This design comes from an exercise in tuning for small area on the open sky130 flow, not from production work. The RTL was checked by simulation tests, not by an equivalence proof against the original design. Power is estimated from default activity; no workload was simulated.

==> flow/design.v <==
`timescale 1ns / 1ps
module RegisterFile (
  input         clk,
  input         we1, we2,
  input  [4:0]  wa1, wa2,
  input  [31:0] wd1, wd2,
  input  [4:0]  ra1, ra2, ra3, ra4,
  input  [1:0]  fs1, fs2, fs3, fs4,
  input  [31:0] m1, m2,
  output [31:0] rd1, rd2, rd3, rd4
);
  wire [31:1] e1, e2, h;
  wire [32:0] s1, s2, s3, s4;
  wire [33*32-1:0] v;           
  wire n1 = ~(fs1[0] | fs1[1]);
  wire n2 = ~(fs2[0] | fs2[1]);
  wire n3 = ~(fs3[0] | fs3[1]);
  wire n4 = ~(fs4[0] | fs4[1]);
  assign s1[32:31] = {fs1[1], fs1[0]};
  assign s2[32:31] = {fs2[1], fs2[0]};
  assign s3[32:31] = {fs3[1], fs3[0]};
  assign s4[32:31] = {fs4[1], fs4[0]};
  assign v[31*32 +: 32] = m1;
  assign v[32*32 +: 32] = m2;
  genvar i, j;
  generate
    for (i = 1; i < 32; i = i + 1) begin : r
      assign e2[i] = we2 & (wa2 == i);
      assign e1[i] = we1 & (wa1 == i) & ~e2[i];
      assign h[i]  = ~(e1[i] | e2[i]);
      assign s1[i-1] = (ra1 == i) & n1;
      assign s2[i-1] = (ra2 == i) & n2;
      assign s3[i-1] = (ra3 == i) & n3;
      assign s4[i-1] = (ra4 == i) & n4;
      reg  [31:0] q;
      wire [31:0] d;
      for (j = 0; j < 32; j = j + 1) begin : b
        aoi222 w (.a1(e2[i]), .a2(wd2[j]), .b1(e1[i]), .b2(wd1[j]), .c1(h[i]), .c2(v[(i-1)*32+j]), .y(d[j]));
      end
      always @(posedge clk) q <= d;
      assign v[(i-1)*32 +: 32] = ~q;
    end
    for (j = 0; j < 32; j = j + 1) begin : p
      wire [32:0] col;
      for (i = 0; i < 33; i = i + 1) begin : c
        assign col[i] = v[i*32+j];
      end
      rdbit p1 (.s(s1), .v(col), .y(rd1[j]));
      rdbit p2 (.s(s2), .v(col), .y(rd2[j]));
      rdbit p3 (.s(s3), .v(col), .y(rd3[j]));
      rdbit p4 (.s(s4), .v(col), .y(rd4[j]));
    end
  endgenerate
endmodule
module aoi222(input a1, a2, b1, b2, c1, c2, output y);
  assign y = ~((a1 & a2) | (b1 & b2) | (c1 & c2));
endmodule
module rdbit(input [32:0] s, input [32:0] v, output y);
  wire [10:0] g;
  genvar k;
  generate for (k = 0; k < 11; k = k + 1) begin : a
    aoi222 u (.a1(s[3*k]), .a2(v[3*k]), .b1(s[3*k+1]), .b2(v[3*k+1]), .c1(s[3*k+2]), .c2(v[3*k+2]), .y(g[k]));
  end endgenerate
  assign y = ~&g;
endmodule
`timescale 1ns / 1ps
module TopMIPSCPU(
    clk, reset, memwritem, memwritem2, aluoutm, aluoutm2,writedatam, writedatam2,
    memreadm, memreadm2, pcf, instrf, instrf2, readdatam, readdatam2
    );
    input clk, reset;
    output memwritem,memwritem2;
    output [31:0] aluoutm,aluoutm2, writedatam,writedatam2 ;
    output memreadm, memreadm2;
    output [31:0] pcf;
    input  [31:0] instrf, instrf2, readdatam, readdatam2;
    reg  [31:2] pc;
    reg  [31:0] ind, ind2;                        
    reg  [31:0] ae, ae2, be, be2;                 
    reg  [15:0] ime, ime2;
    reg  [4:0]  rte, rte2;
    reg  [4:1]  fae, fbe;                         
    reg  [4:0]  fxe, fye;                         
    reg         rtypee, rtypee2;
    reg  [2:0]  aluce, aluce2;                    
    reg         regwritee, regwritee2, memtorege, memtorege2, memwritee, memwritee2;
    reg  [31:0] aluoutm, aluoutm2, writedatam, writedatam2;    
    reg  [4:0]  writeregm, writeregm2;
    reg         regwritem, regwritem2, memtoregm, memtoregm2, memwritem, memwritem2;
    reg  [31:0] resultw, resultw2;                
    reg  [4:0]  writeregw, writeregw2;
    reg         regwritew, regwritew2;
    assign pcf = {pc, 2'b00};
    assign memreadm  = memtoregm;
    assign memreadm2 = memtoregm2;
    wire [5:0] op  = ind[31:26],  fn  = ind[5:0];
    wire [5:0] op2 = ind2[31:26], fn2 = ind2[5:0];
    wire [4:0] rsd = ind[25:21],  rtd = ind[20:16];
    wire [4:0] rsd2 = ind2[25:21], rtd2 = ind2[20:16];
    wire rtyped  = (op  == 6'b000000);
    wire lwd     = (op  == 6'b100011);
    wire swd     = (op  == 6'b101011);
    wire addid   = (op  == 6'b001000);
    wire beqd    = (op  == 6'b000100);
    wire jd      = (op  == 6'b000010);
    wire rtyped2 = (op2 == 6'b000000);
    wire lwd2    = (op2 == 6'b100011);
    wire swd2    = (op2 == 6'b101011);
    wire addid2  = (op2 == 6'b001000);
    wire beqd2   = (op2 == 6'b000100);
    wire jd2     = (op2 == 6'b000010);
    wire regwrited  = rtyped  | lwd  | addid;
    wire regwrited2 = rtyped2 | lwd2 | addid2;
    wire f_add  = (fn  == 6'b100000), f_sub  = (fn  == 6'b100010);
    wire f_slt  = (fn  == 6'b101010), f_or   = (fn  == 6'b100101);
    wire f_add2 = (fn2 == 6'b100000), f_sub2 = (fn2 == 6'b100010);
    wire f_slt2 = (fn2 == 6'b101010), f_or2  = (fn2 == 6'b100101);
    wire [2:0] alucd  = {~rtyped  | f_add  | f_sub  | f_slt,  rtyped  & (f_sub  | f_slt),  rtyped  & (f_slt  | f_or)};
    wire [2:0] alucd2 = {~rtyped2 | f_add2 | f_sub2 | f_slt2, rtyped2 & (f_sub2 | f_slt2), rtyped2 & (f_slt2 | f_or2)};
    wire [4:0] wdd = rtyped ? ind[15:11] : rtd;           
    wire [4:1] fad = {(rsd  == writerege2) & regwritee2, (rsd  == writerege) & regwritee,
                      (rsd  == writeregm2) & regwritem2, (rsd  == writeregm) & regwritem};
    wire [4:1] fbd = {(rtd  == writerege2) & regwritee2, (rtd  == writerege) & regwritee,
                      (rtd  == writeregm2) & regwritem2, (rtd  == writeregm) & regwritem};
    wire [4:0] fxd = {(rsd2 == writerege2) & regwritee2, (rsd2 == writerege) & regwritee,
                      (rsd2 == writeregm2) & regwritem2, (rsd2 == writeregm) & regwritem, rsd2 == wdd};
    wire [4:0] fyd = {(rtd2 == writerege2) & regwritee2, (rtd2 == writerege) & regwritee,
                      (rtd2 == writeregm2) & regwritem2, (rtd2 == writeregm) & regwritem, rtd2 == wdd};
    wire mA1 = (rsd  != 5'd0) & fad[1];
    wire mA2 = (rsd  != 5'd0) & fad[2];
    wire mB1 = ~mA1 & (rtd  != 5'd0) & fbd[1];
    wire mB2 = ~mA2 & (rtd  != 5'd0) & fbd[2];
    wire nA1 = (rsd2 != 5'd0) & fxd[1];
    wire nA2 = (rsd2 != 5'd0) & fxd[2];
    wire nB1 = ~nA1 & (rtd2 != 5'd0) & fyd[1];
    wire nB2 = ~nA2 & (rtd2 != 5'd0) & fyd[2];
    wire [31:0] ad, bd, ad2, bd2;
    RegisterFile rf(.clk(clk), .we1(regwritew), .we2(regwritew2), .wa1(writeregw), .wa2(writeregw2),
                    .wd1(resultw), .wd2(resultw2),
                    .ra1(rsd), .ra2(rtd), .ra3(rsd2), .ra4(rtd2),
                    .fs1({mA2, mA1 & ~mA2}), .fs2({mB2, mB1 & ~mB2}),
                    .fs3({nA2, nA1 & ~nA2}), .fs4({nB2, nB1 & ~nB2}),
                    .m1(aluoutm), .m2(aluoutm2),
                    .rd1(ad), .rd2(bd), .rd3(ad2), .rd4(bd2));
    wire beqtaken  = beqd  & (ad  == bd);
    wire beqtaken2 = beqd2 & (ad2 == bd2);
    wire [4:0] writerege  = rtypee  ? ime[15:11]  : rte;
    wire [4:0] writerege2 = rtypee2 ? ime2[15:11] : rte2;
    wire lwstall = (memtorege  & ((rte  == rsd)  | (rte  == rtd))) |
                   (memtorege2 & ((rte2 == rsd2) | (rte2 == rtd2)));
    wire branchstall = (beqd  & (fad[3] | fad[4] | fbd[3] | fbd[4])) |
                       (beqd2 & (fxd[3] | fxd[4] | fyd[3] | fyd[4]));
    wire stall = lwstall | branchstall;
    wire clrde = jd | beqtaken | branchstall;
    wire clrfd = jd | beqtaken | jd2 | beqtaken2;
    wire [31:2] pcplus8, pcbranch;
    PCInc   pcinc (.a(pc[31:3]), .y(pcplus8[31:3]));
    assign pcplus8[2] = pc[2];
    PCBranch pcbr (.pc(pc), .imm(ind[15:0]), .y(pcbranch));
    wire sel_j1 = ~stall & jd;
    wire sel_j2 = ~stall & ~jd & jd2;
    wire sel_b  = ~stall & ~jd & ~jd2 & beqtaken;
    wire sel_p  = ~stall & ~jd & ~jd2 & ~beqtaken;
    wire [31:2] pcnext;
    ao5 #(26) pcmux_lo(.s0(stall), .d0(pc[27:2]), .s1(sel_j1), .d1(ind[25:0]), .s2(sel_j2), .d2(ind2[25:0]),
                       .s3(sel_b), .d3(pcbranch[27:2]), .s4(sel_p), .d4(pcplus8[27:2]), .y(pcnext[27:2]));
    ao3 #(4)  pcmux_hi(.s0(stall | jd | jd2), .d0(pc[31:28]), .s1(sel_b), .d1(pcbranch[31:28]),
                       .s2(sel_p), .d2(pcplus8[31:28]), .y(pcnext[31:28]));
    always @(posedge clk, posedge reset)
      if (reset) pc <= 30'b0;
      else       pc <= pcnext;
    always @(posedge clk, posedge reset)
      if (reset) begin
        {ind[31:11], ind[5:0]}   <= 27'b0;
        {ind2[31:11], ind2[5:0]} <= 27'b0;
      end else if (!stall) begin
        {ind[31:11], ind[5:0]}   <= clrfd ? 27'b0 : {instrf[31:11], instrf[5:0]};
        {ind2[31:11], ind2[5:0]} <= clrfd ? 27'b0 : {instrf2[31:11], instrf2[5:0]};
      end
    always @(posedge clk)
      if (!stall) begin
        ind[10:6]  <= instrf[10:6];
        ind2[10:6] <= instrf2[10:6];
      end
    always @(posedge clk, posedge reset)
      if (reset)
        {regwritee, regwritee2, memtorege, memtorege2, memwritee, memwritee2} <= 6'b0;
      else if (clrde)
        {regwritee, regwritee2, memtorege, memtorege2, memwritee, memwritee2} <= 6'b0;
      else
        {regwritee, regwritee2, memtorege, memtorege2, memwritee, memwritee2} <=
          {regwrited, regwrited2, lwd, lwd2, swd, swd2};
    always @(posedge clk) begin
      ae <= ad;   be <= bd;   ae2 <= ad2;   be2 <= bd2;
      ime <= ind[15:0];  ime2 <= ind2[15:0];
      rte <= rtd;  rte2 <= rtd2;
      fae <= fad;  fbe <= fbd;  fxe <= fxd;  fye <= fyd;
      rtypee <= rtyped;  rtypee2 <= rtyped2;
      aluce <= alucd;    aluce2 <= alucd2;
    end
    wire a1 = fae[4], a2 = fae[3], a3 = fae[2], a4 = fae[1];
    wire b1 = fbe[4], b2 = fbe[3], b3 = fbe[2], b4 = fbe[1];
    wire [31:0] sa, wde;
    ao5 #(32) fwa (.s0(a1), .d0(aluoutm2), .s1(~a1 & a2), .d1(aluoutm), .s2(~a1 & ~a2 & a3), .d2(resultw2),
                   .s3(~a1 & ~a2 & ~a3 & a4), .d3(resultw), .s4(~a1 & ~a2 & ~a3 & ~a4), .d4(ae), .y(sa));
    ao5 #(32) fwb (.s0(b1), .d0(aluoutm2), .s1(~b1 & b2), .d1(aluoutm), .s2(~b1 & ~b2 & b3), .d2(resultw2),
                   .s3(~b1 & ~b2 & ~b3 & b4), .d3(resultw), .s4(~b1 & ~b2 & ~b3 & ~b4), .d4(be), .y(wde));
    wire [31:0] aluout, aluout2;
    ALU alu (.c(aluce), .rtype(rtypee), .a(sa), .b(wde), .imm(ime), .y(aluout));
    wire x0 = fxe[0] & regwritee;
    wire x1 = fxe[4], x2 = fxe[3], x3 = fxe[2], x4 = fxe[1];
    wire y0 = fye[0] & regwritee;
    wire y1 = fye[4], y2 = fye[3], y3 = fye[2], y4 = fye[1];
    wire [31:0] sa2, wde2;
    ao6 #(32) fwa2 (.s0(x0), .d0(aluout), .s1(~x0 & x1), .d1(aluoutm2), .s2(~x0 & ~x1 & x2), .d2(aluoutm),
                    .s3(~x0 & ~x1 & ~x2 & x3), .d3(resultw2), .s4(~x0 & ~x1 & ~x2 & ~x3 & x4), .d4(resultw),
                    .s5(~x0 & ~x1 & ~x2 & ~x3 & ~x4), .d5(ae2), .y(sa2));
    ao6 #(32) fwb2 (.s0(y0), .d0(aluout), .s1(~y0 & y1), .d1(aluoutm2), .s2(~y0 & ~y1 & y2), .d2(aluoutm),
                    .s3(~y0 & ~y1 & ~y2 & y3), .d3(resultw2), .s4(~y0 & ~y1 & ~y2 & ~y3 & y4), .d4(resultw),
                    .s5(~y0 & ~y1 & ~y2 & ~y3 & ~y4), .d5(be2), .y(wde2));
    ALU alu2 (.c(aluce2), .rtype(rtypee2), .a(sa2), .b(wde2), .imm(ime2), .y(aluout2));
    always @(posedge clk, posedge reset)
      if (reset)
        {regwritem, regwritem2, memtoregm, memtoregm2, memwritem, memwritem2} <= 6'b0;
      else
        {regwritem, regwritem2, memtoregm, memtoregm2, memwritem, memwritem2} <=
          {regwritee, regwritee2, memtorege, memtorege2, memwritee, memwritee2};
    always @(posedge clk) begin
      aluoutm <= aluout;  aluoutm2 <= aluout2;
      writedatam <= wde;  writedatam2 <= wde2;
      writeregm <= writerege;  writeregm2 <= writerege2;
    end
    always @(posedge clk, posedge reset)
      if (reset) {regwritew, regwritew2} <= 2'b0;
      else       {regwritew, regwritew2} <= {regwritem, regwritem2};
    always @(posedge clk) begin
      resultw  <= memtoregm  ? readdatam  : aluoutm;
      resultw2 <= memtoregm2 ? readdatam2 : aluoutm2;
      writeregw <= writeregm;  writeregw2 <= writeregm2;
    end
endmodule
module ALU(input [2:0] c, input rtype, input [31:0] a, input [31:0] b, input [15:0] imm, output [31:0] y);
  wire [31:0] sb  = rtype ? b : {{16{imm[15]}}, imm};
  wire        sub = c[1];
  wire [33:0] s   = {1'b0, a, 1'b1} + {1'b0, sb ^ {32{sub}}, sub};
  assign y = c[2] ? (c[0] ? {31'b0, ~s[33]} : s[32:1])
                  : (c[0] ? (a | sb) : (a & sb));
endmodule
module ao3 #(parameter W = 32) (input s0, s1, s2, input [W-1:0] d0, d1, d2, output [W-1:0] y);
  wire [W-1:0] y_n;
  genvar k;
  generate for (k = 0; k < W; k = k + 1) begin : b
    aoi222 u (.a1(s0), .a2(d0[k]), .b1(s1), .b2(d1[k]), .c1(s2), .c2(d2[k]), .y(y_n[k]));
  end endgenerate
  assign y = ~y_n;
endmodule
module ao5 #(parameter W = 32) (input s0, s1, s2, s3, s4, input [W-1:0] d0, d1, d2, d3, d4, output [W-1:0] y);
  wire [W-1:0] g, h;
  genvar k;
  generate for (k = 0; k < W; k = k + 1) begin : b
    aoi222 u (.a1(s0), .a2(d0[k]), .b1(s1), .b2(d1[k]), .c1(s2), .c2(d2[k]), .y(g[k]));
    aoi222 v (.a1(s3), .a2(d3[k]), .b1(s4), .b2(d4[k]), .c1(s4), .c2(d4[k]), .y(h[k]));
  end endgenerate
  assign y = ~(g & h);
endmodule
module ao6 #(parameter W = 32) (input s0, s1, s2, s3, s4, s5, input [W-1:0] d0, d1, d2, d3, d4, d5, output [W-1:0] y);
  wire [W-1:0] g, h;
  genvar k;
  generate for (k = 0; k < W; k = k + 1) begin : b
    aoi222 u (.a1(s0), .a2(d0[k]), .b1(s1), .b2(d1[k]), .c1(s2), .c2(d2[k]), .y(g[k]));
    aoi222 v (.a1(s3), .a2(d3[k]), .b1(s4), .b2(d4[k]), .c1(s5), .c2(d5[k]), .y(h[k]));
  end endgenerate
  assign y = ~(g & h);
endmodule
module PCInc(input [28:0] a, output [28:0] y);
  wire [29:0] c;
  assign c[0] = 1'b1;
  genvar i;
  generate for (i = 0; i < 29; i = i + 1) begin : b
    ha h (.a(a[i]), .b(c[i]), .s(y[i]), .co(c[i+1]));
  end endgenerate
endmodule
module PCBranch(input [29:0] pc, input [15:0] imm, output [29:0] y);
  wire [29:0] x = {{14{imm[15]}}, imm};
  wire [29:0] s, k;
  wire [30:2] c;
  genvar i;
  generate for (i = 0; i < 30; i = i + 1) begin : b
    csa1 u (.a(pc[i]), .b(x[i]), .s(s[i]), .c(k[i]));
  end endgenerate
  assign y[0] = s[0];
  ha h1 (.a(s[1]), .b(k[0]), .s(y[1]), .co(c[2]));
  generate for (i = 2; i < 30; i = i + 1) begin : f
    fa u (.a(s[i]), .b(k[i-1]), .c(c[i]), .s(y[i]), .co(c[i+1]));
  end endgenerate
endmodule
module csa1(input a, b, output s, c);
  xnor2 x (.a(a), .b(b), .y(s));
  or2   o (.a(a), .b(b), .y(c));
endmodule
module xnor2(input a, b, output y);
  assign y = ~(a ^ b);
endmodule
module or2(input a, b, output y);
  assign y = a | b;
endmodule
module ha(input a, b, output s, co);
  assign s  = a ^ b;
  assign co = a & b;
endmodule
module fa(input a, b, c, output s, co);
  assign s  = a ^ b ^ c;
  assign co = (a & b) | (c & (a ^ b));
endmodule
==> flow/run.sh <==
#!/bin/bash
# synth_recipe.tcl (not shown) runs the flow's synth.tcl, then flattens the netlist and writes it again
# the make line also repeats each setting of config.mk as NAME=value (left out here)
make -C /OpenROAD-flow-scripts/flow DESIGN_CONFIG=/design/flow/config.mk WORK_HOME=/design/flow/orfs CLKGATE_MAP_FILE= SYNTH_SCRIPT=/design/flow/synth_recipe.tcl finish
==> flow/config.mk <==
export PLATFORM = sky130hd
export DESIGN_NAME = TopMIPSCPU
export DESIGN_NICKNAME = TopMIPSCPU
export VERILOG_FILES = /design/flow/design.v
export SDC_FILE = /design/flow/constraint.sdc
export NUM_CORES = 4
export LEC_CHECK = 0
export CAP_MARGIN = 20
export CELL_PAD_IN_SITES_DETAIL_PLACEMENT = 1
export CELL_PAD_IN_SITES_GLOBAL_PLACEMENT = 2
export CORE_MARGIN = 2
export CORE_UTILIZATION = 20
export CTS_CLUSTER_DIAMETER = 100
export CTS_CLUSTER_SIZE = 30
export PLACE_DENSITY = 0.4
export SLEW_MARGIN = 20
export SYNTH_HIERARCHICAL = 1
==> flow/constraint.sdc <==
create_clock -name core_clock -period 15.0 [get_ports {clk}]
set_input_delay 3.0000 -clock core_clock [delete_from_list [all_inputs] [get_ports {clk}]]
set_output_delay 3.0000 -clock core_clock [all_outputs]
set_load 0.01 [all_outputs]
==> impl_metrics.csv, run 1 <==
group,metric,value,unit
place,hpwl,495,mm
clock_tree,cts_setup_buffers,0,
timing,min_period,12.96,ns
floorplanning,fp.dieW,636,um
routing,ant_nets,0,
power,power_density,177,mW/mm2
worst_setup_path,crit_arrival,13.83,ns
grt,grt_overflow,0,
synth,synth_area,0.0798,mm2
clock_tree,cts_sinks,1508,
synth,synth_cells,7918,
routing,viasPerCell,7.02,
floorplanning,pin_count,294,
grt,antenna_found_initial,143,
grt,grt_start_max_net_pins,65,
worst_setup_path,cp_slowest_cell,"dfrtp_1",
worst_setup_path,startpoint_type,"flop",
place,dpl_worst_slack,2.11,ns
routing,wl_per_cell,53.4,um
place,portBuffers,291,
floorplanning,die-area,0.404,mm2
place,placed_cells,13800,
place,placed_area,0.0941,mm2
timing,final-max-slew-violation-count,0,
layout,largest-register,"rf.r.q",
power,intPower,8.69,mW
worst_setup_path,critPathKind,"reg -> reg",
worst_setup_path,worstPathMaxFanout,7,
floorplanning,coreArea,0.397,mm2
grt,grt_pass1_vias,93600,
synth,avgSynthCellArea,10.1,um2
timing,max_freq,77.2,MHz
timing,worst_hold_slack,0.383,ns
floorplanning,start_util,20.1,%
power,total_power,17.5,mW
layout,area_delta_synth_final,23.6,%
power,p_leak,40.7,nW
power,switchingPower,8.76,mW
routing,drc,0,
layout,fin_area,0.0986,mm2
timing,tns,0,ns
power,seqPwrFrac,32.5,%
worst_setup_path,worstReg2RegStart,"ind[0]",
worst_setup_path,slowest_delay,0.46,ns
timing,worst_pin_slew,1.29,ns
layout,final_nets,8915,
timing,slew_headroom,13.6,%
synth,yosysWarnings,8,
timing,min_period_over_period,86.4,%
routing,drt_first_pass_iters,22,
clock_tree,root_buffer,"clkbuf_16",
worst_setup_path,crit_path_end_kind,"flop",
layout,largest_reg_flops,992,
clock_tree,clk_latency,1.00,ns
power,vdd_drop_max,0.115,mV
layout,instances_no_fill,14100,
timing,clock_skew,0.0911,ns
timing,finalSetupViolCount,0,
floorplanning,rows,231,
power,combPwrFrac,45.6,%
min_path,min_from,"memwritee2",
grt,grtUsageTotal,35.1,%
layout,drive_gt1_share,13.4,%
worst_setup_path,required,15.87,ns
routing,drtIter0Drc,30300,
timing,worst_slack,2.04,ns
routing,num_vias,98900,
floorplanning,die_y,636,um
timing,finalHoldViolations,0,
place,globalplace.congestion,0.947,
clock_tree,cts_resized,0,
min_path,hp-class,"reg -> reg",
worst_setup_path,crit_start,"ind[0]",
power,switching_share,50.2,%
run_status,outcome,"timing/DRC/antenna clean",
clock_tree,clk_pin_slew,0.11,ns
layout,fin_util,24.9,%
clock_tree,cts_made_buffers,120,
routing,totalWireLength,752,mm
clock_tree,postCtsHoldBufs,0,
run,cap_violations,0,
clock_tree,cts_tree,"done",
clock_tree,cts.htree.levels,3,
worst_setup_path,crit_top_cell,"fa_1",
timing,rsz0062_at_grt,"false",
grt,grt_pass1_wl,962,mm
clock_tree,cts_max_path_buffers,4,
power,clkPwrFrac,21.9,%
critical path: cells and delay by family (launching register included):
kind / cells / cell delay, ns
compound gates: 1 / 0.26
simple gates: 1 / 0.26
fa+ha+maj: 29 / 11.78
buf+inv: 1 / 0.10
flops: 1 / 0.46
power by group through the flow:
stage               Clock, mW  Combinational, mW  Sequential (mW)
floorplan                   0               2.88             6.11
global placement            0               7.57             5.73
detailed placement          0               7.63             5.74
CTS                      3.91               7.65             5.66
global route             4.02               8.13             5.75
finish                   3.82               7.96             5.67
cells in the final DEF, fill, tap and decap left out, types with 56 or more instances in the layout:
| cell type | instances |
|---|---|
| nand3_1 | 178 |
| dfrtp_1 | 96 |
| mux2_2 | 70 |
| buf_4 | 507 |
| nand4_1 | 299 |
| xor2_1 | 174 |
| inv_1 | 1070 |
| dfxtp_1 | 1331 |
| clkdlybuf4s50_1 | 291 |
| a22o_1 | 56 |
| xnor2_1 | 148 |
| or3_1 | 142 |
| a222oi_1 | 2712 |
| ha_1 | 98 |
| nor2_1 | 56 |
| nor3_2 | 99 |
| nand2_1 | 318 |
| a21oi_1 | 94 |
| clkbuf_16 | 121 |
| diode_2 | 94 |
| o21ai_0 | 70 |
| maj3_1 | 56 |
| dfxtp_2 | 69 |
metal layers:
layer	routed length, um	up-vias	GRT usage [%]	share of wire, %
met5	353	-	0.0473	0.047
met4	45100	54	19.0	6.0
met3	96400	1719	12.8	13
met1	293000	51500	43.8	39
met2	317000	8187	52.2	42
li1	-	37500	-	-
final timing paths:
path,endpoint,slack [ns],depth (start not counted)
min in group asynchronous,ind2[14],2.48,2
worst min register to register,memwritem2,0.38,0
worst min-delay path,memwritem2,0.38,0
max in group asynchronous,pc[2],11.27,3
worst max-delay path,pc[31],2.04,32
worst max register to register,pc[31],2.04,32
area by class of cell:
type / instances / area [um2]
antenna: 94 / 235
sequential: 1508 / 30900
multi-input combinational: 5146 / 45700
clock inverter: 92 / 1250
timing repair buffer: 807 / 6880
clock buffer: 127 / 3070
tap: 5242 / 6560
inverter: 1076 / 4040
fill: 44900 / 298000
==> run 2: changes to the inputs <==
==> flow/flow/run.sh (new file) <==
#!/bin/bash
# Layout flow: the standard ORFS flow (standard.sh: standard synthesis,
# floorplan, placement, CTS, routing, finish), unchanged except that the
# port buffers that global placement inserts on every input and output use
# the smallest buffer cell (sky130_fd_sc_hd__buf_1) instead of the resizer's
# default choice. All tool output goes to flow_standard.log here; ORFS's
# per-step logs stay under orfs/logs/.
set -euo pipefail
export BUFFER_PORTS_ARGS="-buffer_cell sky130_fd_sc_hd__buf_1"
bash standard.sh > flow_standard.log 2>&1
==> flow/standard.sh (new file) <==
#!/bin/bash
# synth_recipe.tcl (not shown) runs the flow's synth.tcl, then flattens the netlist and writes it again
# the make line also repeats each setting of config.mk as NAME=value (left out here)
make -C /OpenROAD-flow-scripts/flow DESIGN_CONFIG=/design/flow/config.mk WORK_HOME=/design/flow/orfs CLKGATE_MAP_FILE= SYNTH_SCRIPT=/design/flow/synth_recipe.tcl "${@:-finish}"
removed: flow/run.sh
==> impl_metrics.csv, run 2 <==
group,metric,value,unit
worst_setup_path,startpoint_type,"flop",
grt,antenna_found_initial,119,
power,total_power,17.3,mW
layout,largest-register,"rf.r.q",
timing,finalSetupViolCount,0,
timing,slew_headroom,15.8,%
grt,grt_overflow,0,
routing,drtIter0Drc,29900,
clock_tree,cts.htree.levels,3,
min_path,hp-class,"reg -> reg",
routing,totalWireLength,750,mm
synth,synth_cells,7918,
worst_setup_path,slowest_delay,0.47,ns
routing,drc,0,
layout,num-fill-cells,45000,
floorplanning,coreArea,0.397,mm2
routing,wl_met3,88.0,mm
floorplanning,die_y,636,um
place,dpl_worst_slack,2.31,ns
clock_tree,clk_pin_slew,0.10,ns
floorplanning,fp.dieW,636,um
place,hpwl,477,mm
synth,yosysWarnings,8,
worst_setup_path,worstReg2RegStart,"ind[0]",
floorplanning,start_util,20.1,%
routing,viasPerCell,7.08,
clock_tree,root_buffer,"clkbuf_16",
layout,largest_reg_flops,992,
worst_setup_path,crit_top_cell,"fa_1",
floorplanning,rows,231,
worst_setup_path,reg2reg_slack,2.23,ns
worst_setup_path,critPathKind,"reg -> reg",
clock_tree,clk_latency,1.04,ns
worst_setup_path,required,15.86,ns
run_status,outcome,"timing/DRC/antenna clean",
grt,grt_start_max_net_pins,70,
layout,area_delta_synth_final,21.5,%
run,cap_violations,0,
grt,grtUsageTotal,35.0,%
timing,rsz0062_at_grt,"false",
worst_setup_path,crit_path_end_kind,"flop",
worst_setup_path,crit_start,"ind[0]",
layout,final_cell_mix,"2712 x a222oi_1, 1336 x dfxtp_1, 1070 x inv_1",
clock_tree,cts_setup_buffers,0,
worst_setup_path,crit_arrival,13.62,ns
clock_tree,postCtsHoldBufs,0,
worst_setup_path,worstPathMaxFanout,7,
layout,fin_util,24.4,%
floorplanning,die-area,0.404,mm2
timing,finalHoldViolations,0,
routing,wl_per_cell,53.3,um
timing,min_period,12.77,ns
layout,layout_commonest_cell,"a222oi_1",
timing,worst_pin_slew,1.26,ns
layout,final_nets,8884,
grt,grt_pass1_wl,961,mm
power,power_density,178,mW/mm2
timing,final-max-slew-violation-count,0,
worst_setup_path,cp_slowest_cell,"dfrtp_1",
clock_tree,cts_made_buffers,122,
place,globalplace.congestion,0.915,
clock_tree,cts_resized,0,
clock_tree,cts_sinks,1508,
min_path,min_from,"memwritee",
grt,grt_pass1_vias,95300,
layout,drive_gt1_share,13.0,%
timing,min_period_over_period,85.1,%
clock_tree,cts_max_path_buffers,4,
routing,top_layer,"met5",
synth,synth_area,0.0798,mm2
clock_tree,cts_tree,"done",
timing,clock_skew,0.115,ns
timing,max_freq,78.3,MHz
synth,avgSynthCellArea,10.1,um2
timing,worst_hold_slack,0.357,ns
routing,route.met2.wl,321,mm
timing,tns,0,ns
routing,drt_first_pass_iters,17,
routing,wirelength_met1,292,mm
floorplanning,pin_count,294,
power,vdd_drop_max,0.126,mV
place,portBuffers,291,
power,p_leak,39.9,nW
timing,worst_slack,2.23,ns
routing,num_vias,99700,
routing,ant_nets,0,
run 2: through the flow:
| stage | area (um2) | cells |
|---|---|---|
| final | 97000 | 14100 |
| after global routing | 96800 | 14000 |
| after CTS | 96700 | 14000 |
| after detailed placement | 92100 | 13700 |
| after global placement | 92100 | 13700 |
| after floorplan | 79800 | 7919 |
run 2: area by class of cell:
cell class / count / area, um2 / area share, %
Multi-Input combinational cell: 5146 / 45700 / 47.2
Sequential cell: 1508 / 30900 / 31.8
Tap cell: 5242 / 6560 / 6.76
Timing Repair Buffer: 774 / 4980 / 5.13
Inverter: 1076 / 4040 / 4.17
Clock buffer: 124 / 3060 / 3.16
Clock inverter: 100 / 1470 / 1.52
Antenna cell: 99 / 248 / 0.256
run 2: report_power, final:
group	internal (mW)	switching [mW]
sequential	5.01	0.639
combinational	1.78	5.91
clock	1.75	2.21
total	8.54	8.76
run 2: per-layer routing:
metal,vias to the layer above,GRT usage (%)
met3,2094,11.3
met1,51900,43.0
li1,37400,-
met5,-,0.733
met4,56,19.8
met2,8251,53.4
run 2: final timing paths:
| path | endpoint | cells after the start |
|---|---|---|
| worst max-delay path | pc[31] | 32 |
| worst min-delay path | memwritem | 0 |
| worst max register to register | pc[31] | 32 |
| worst min register to register | memwritem | 0 |
| max in group asynchronous | pc[31] | 4 |
| min in group asynchronous | ind2[13] | 2 |
run 2: worst max-delay path, delay by kind of cell, from the launching register on:
kind	cells	cell delay, ns
flops	1	0.47
simple gates	1	0.26
buf+inv	1	0.07
fa+ha+maj	29	11.59
compound gates	1	0.23

-- afterwards: timing with drivers on the ports --
In the flow no input, the clock included, has a driving cell. The finished layouts below were timed again as built, in two steps. Step 1: set_driving_cell puts a clkbuf_16 on clk and a buf_2 on each other input, an assumption about the parent block. Step 2 times the ports against the registers' clock, not the clock port: input delays grow and output delays shrink by t, the midpoint of the rising clock arrivals with the driver on. Slacks: ideal / step 1 / step 2; pairs: ideal / step 1.
run	t, ns	setup slack, ns	worst slew at a driven data input, ns
run 1	1.078	2.042 / 2.042 / 2.042	0.16
run 2	1.096	2.235 / 2.235 / 2.235	0.08
After both steps setup and hold are still met in every run listed.
